Context: an optimization exercise on an open-source flow, tuned for small area, a short achievable clock period and few clock cycles per item. The choices shown serve that exercise and are no tape-out recipe. RTL that was checked went through simulation tests only; none was proved equivalent to the original.

==> flow/design.v (excerpt) <==
module e203_muldiv (
  input         clk,
  input         rst_n,
  input         i_valid,
  output        i_ready,
  input  [2:0]  i_op,
  input  [31:0] i_rs1,
  input  [31:0] i_rs2,
  output        o_valid,
  input         o_ready,
  output [31:0] o_wdat
);
  function [5:0] bitlen;
    input [31:0] v;
    integer i;
    begin
      bitlen = 0;
      for (i = 0; i < 32; i = i + 1)
        if (v[i]) bitlen = i + 1;
    end
  endfunction
  function [2:0] bsel;
    input [2:0] b;
    begin
      bsel[2] = b[0] ^ b[1];
      bsel[1] = (b[2] & ~b[1] & ~b[0]) | (~b[2] & b[1] & b[0]);
      bsel[0] = b[2];
    end
  endfunction
  reg busy, done;
  wire start = i_valid & ~busy;
  assign o_valid = done;
  assign i_ready = done & o_ready;
  wire fin = done & o_ready;
  reg        isdiv, rop, qneg, anr, bz, dsub;
  reg [3:0]  osl, osh;     
  reg        dnorm, dfix;     
  reg [5:0]  cnt;
  reg [34:0] mc;           
  reg [33:0] pl;
  reg [33:0] acc;          
  reg [2:0]  s0, s1;       
  reg        p0, p1;       
  wire op_div = i_op[2];
  wire [32:0] xin = {(i_op[1:0] != 2'd3) & i_rs1[31], i_rs1};
  wire [32:0] yin = {(i_op[1] == 1'b0) & i_rs2[31], i_rs2};
  function [1:0] wcls;
    input [32:0] v;
    begin
      if (v[32:8] == {25{v[32]}}) wcls = 2'd0;
      else if (v[32:12] == {21{v[32]}}) wcls = 2'd1;
      else if (v[32:16] == {17{v[32]}}) wcls = 2'd2;
      else wcls = 2'd3;
    end
  endfunction
  wire [1:0] cx = wcls(xin);
  wire [1:0] cy = wcls(yin);
  wire swap = cx < cy;
  wire [1:0] cm = swap ? cx : cy;
  wire [32:0] mpl = swap ? xin : yin;
  wire [32:0] mcd = swap ? yin : xin;
  wire [33:0] t0 = {34{mpl[0]}} & {mcd[32], mcd};
  wire a_neg = ~i_op[0] & i_rs1[31];
  wire b_neg = ~i_op[0] & i_rs2[31];
  wire [31:0] ax = i_rs1 ^ {32{a_neg}};
  wire [31:0] bx = i_rs2 ^ {32{b_neg}};
  wire [5:0] ma_c = bitlen(ax);
  wire [5:0] mb_c = bitlen(bx);
  wire bzero = (i_rs2 == 32'd0);
  function [31:0] pfor;
    input [31:0] v;
    integer i;
    begin
      pfor[31] = v[31];
      for (i = 30; i >= 0; i = i - 1) pfor[i] = pfor[i + 1] | v[i];
    end
  endfunction
  wire [31:0] ta0 = pfor(ax), tb0 = pfor(bx);
  ...
For scale: about 140 flip-flops, roughly 110 I/O pins.
Settings: LEC_CHECK=0, CAP_MARGIN=20, CORE_MARGIN=2, CORE_UTILIZATION=55, CTS_BUF_LIST=sky130_fd_sc_hd__clkbuf_8 sky130_fd_sc_hd__clkbuf_16, SLEW_MARGIN=20; clock period 11.0 ns.
standard.sh (not shown) runs the stock make flow with config.mk's settings and CLKGATE_MAP_FILE= SYNTH_SCRIPT=/design/flow/synth_recipe.tcl, a recipe that flattens the netlist after the stock synthesis.
==> flow/flow/run.sh <==
#!/bin/bash
# The standard layout (the standard.sh, unchanged synthesis) with three
# changes to how it is made:
#  - ports are buffered with a plain buffer (not a delay cell),
#  - the resizer may change a cell's drive strength even when that changes
#    the cell's width (MATCH_CELL_FOOTPRINT 0),
#  - timing repair aims for more setup slack than the design's clock needs.
set -euo pipefail
MARGIN=$(cat flow/margin.txt)
bash standard.sh SETUP_SLACK_MARGIN=$MARGIN MATCH_CELL_FOOTPRINT=0 \
  "BUFFER_PORTS_ARGS=-buffer_cell sky130_fd_sc_hd__buf_2" finish > run_make.log 2>&1
==> flow/flow/margin.txt <==
6.0
The starting point completed without violations.
==> next run, changes <==
--- a/flow/design.v
+++ b/flow/design.v
@@ -74,18 +74,17 @@
       pfor[31] = v[31];
       for (i = 30; i >= 0; i = i - 1) pfor[i] = pfor[i + 1] | v[i];
     end
   endfunction
   wire [31:0] ta0 = pfor(ax), tb0 = pfor(bx);
   wire [32:0] ta = a_neg ? {ta0, 1'b1} : {1'b0, ta0};
   wire [32:0] tb = {1'b0, tb0};
   wire dskip = bzero | (|(tb & ~ta));
-  wire [5:0] qs_c = ma_c + {5'd0, a_neg} - mb_c;
-  wire [5:0] qs = pl[5:0];
+  wire [5:0] qs = pl[5:0] + {5'd0, anr} - pl[11:6];
   function [37:0] pp;
     input [2:0] s;
     input [34:0] x;
     reg [37:0] xe;
     begin
       xe = {{3{x[34]}}, x};
       pp = (({38{s[2]}} & xe) | ({38{s[1]}} & {xe[36:0], 1'b0})) ^ {38{s[0]}};
     end
@@ -123,18 +122,17 @@
       osh <= (i_op[1:0] != 2'd0) ? (4'b0001 << cm) : 4'b0000;
       anr <= a_neg;
       dsub <= ~(a_neg ^ b_neg);
       if (op_div) begin
         dnorm <= ~dskip;
         dfix <= 1'b0;
         acc <= {{2{a_neg}}, i_rs1};
         mc <= {{3{b_neg}}, i_rs2};
-        pl <= {28'd0, qs_c & {6{~dskip}}};    
-        cnt <= qs_c + 6'd1;
+        pl <= {22'd0, {mb_c, ma_c} & {12{~dskip}}};    
         s0 <= {2'b00, a_neg};
         s1 <= 3'b000;
         p0 <= 1'b0;
         p1 <= 1'b0;
       end else begin
         dnorm <= 1'b0;
         dfix <= 1'b0;
         cnt <= (cm == 2'd0) ? 6'd2 : (cm == 2'd1) ? 6'd3 : (cm == 2'd2) ? 6'd4 : 6'd8;
@@ -145,16 +143,17 @@
         s1 <= bsel(mpl[4:2]);
         p0 <= mpl[2];
         p1 <= mpl[4];
       end
     end else if (busy & ~done) begin
       if (isdiv) begin
         if (dnorm) begin
           dnorm <= 1'b0;
+          cnt <= qs + 6'd1;
           mc <= mc << qs;
           pl <= 34'd0;
           acc <= sum[33:0];
           s0 <= {2'b10, dsub};
           p0 <= dsub;
           p1 <= 1'b0;
         end else if (dfix) begin
           acc <= sum[33:0];
Result: The changed run went through all stages and came out clean. Cell area came out lower by 1.3%. Wire length rises by 1.6%. Sequential share of layout area is higher by 0.25 points. Synthesized cell count rose by about 2.2%. Worst setup slack is better by 0.90 ns. Final cell count increases by about 1.3%. First-iteration DRC count climbs by about 14%. Core utilization went down by 2.7 points. Hold slack improved by 0.031 ns. Via count went up by about 1.8%.
Testbench counts after the change, summed over its fixed seeds: cycles 160,453, ops 24,000.
Only the layout flow was run in the first run of this note; the RTL was not checked for function there.

-- what the ideal ports hide --
Ports are ideal in the flow. The routed layouts listed here were re-timed in OpenROAD. Step 1: set_driving_cell puts a clkbuf_16 on clk and a buf_2 on each other input, an assumption about the parent block. Step 2 adds t to the input delays and takes it off the output delays; t is the mean of the earliest and latest rising clock arrival at the registers after step 1. Input paths then give back, and output paths get back, about the clock's delay inside the block. Three values: ideal, step 1, step 2; two values: the first two.
| run | shift t [ns] | setup slack, ns | worst setup path at the end | clock arrival spread, ns | pins driven straight from the clock port |
|---|---|---|---|---|---|
| the first run | 0.490 | 5.046 / 4.926 / 4.436 | input to register | 0.015 / 0.015 | 1 |
| the second run | 0.487 | 5.945 / 5.938 / 5.451 | input to register | 0.015 / 0.015 | 1 |
After both steps every run listed still meets setup and hold. The setup slack of the first run, which loses most, moves by -0.120 ns with the drivers and by -0.610 ns with both steps.
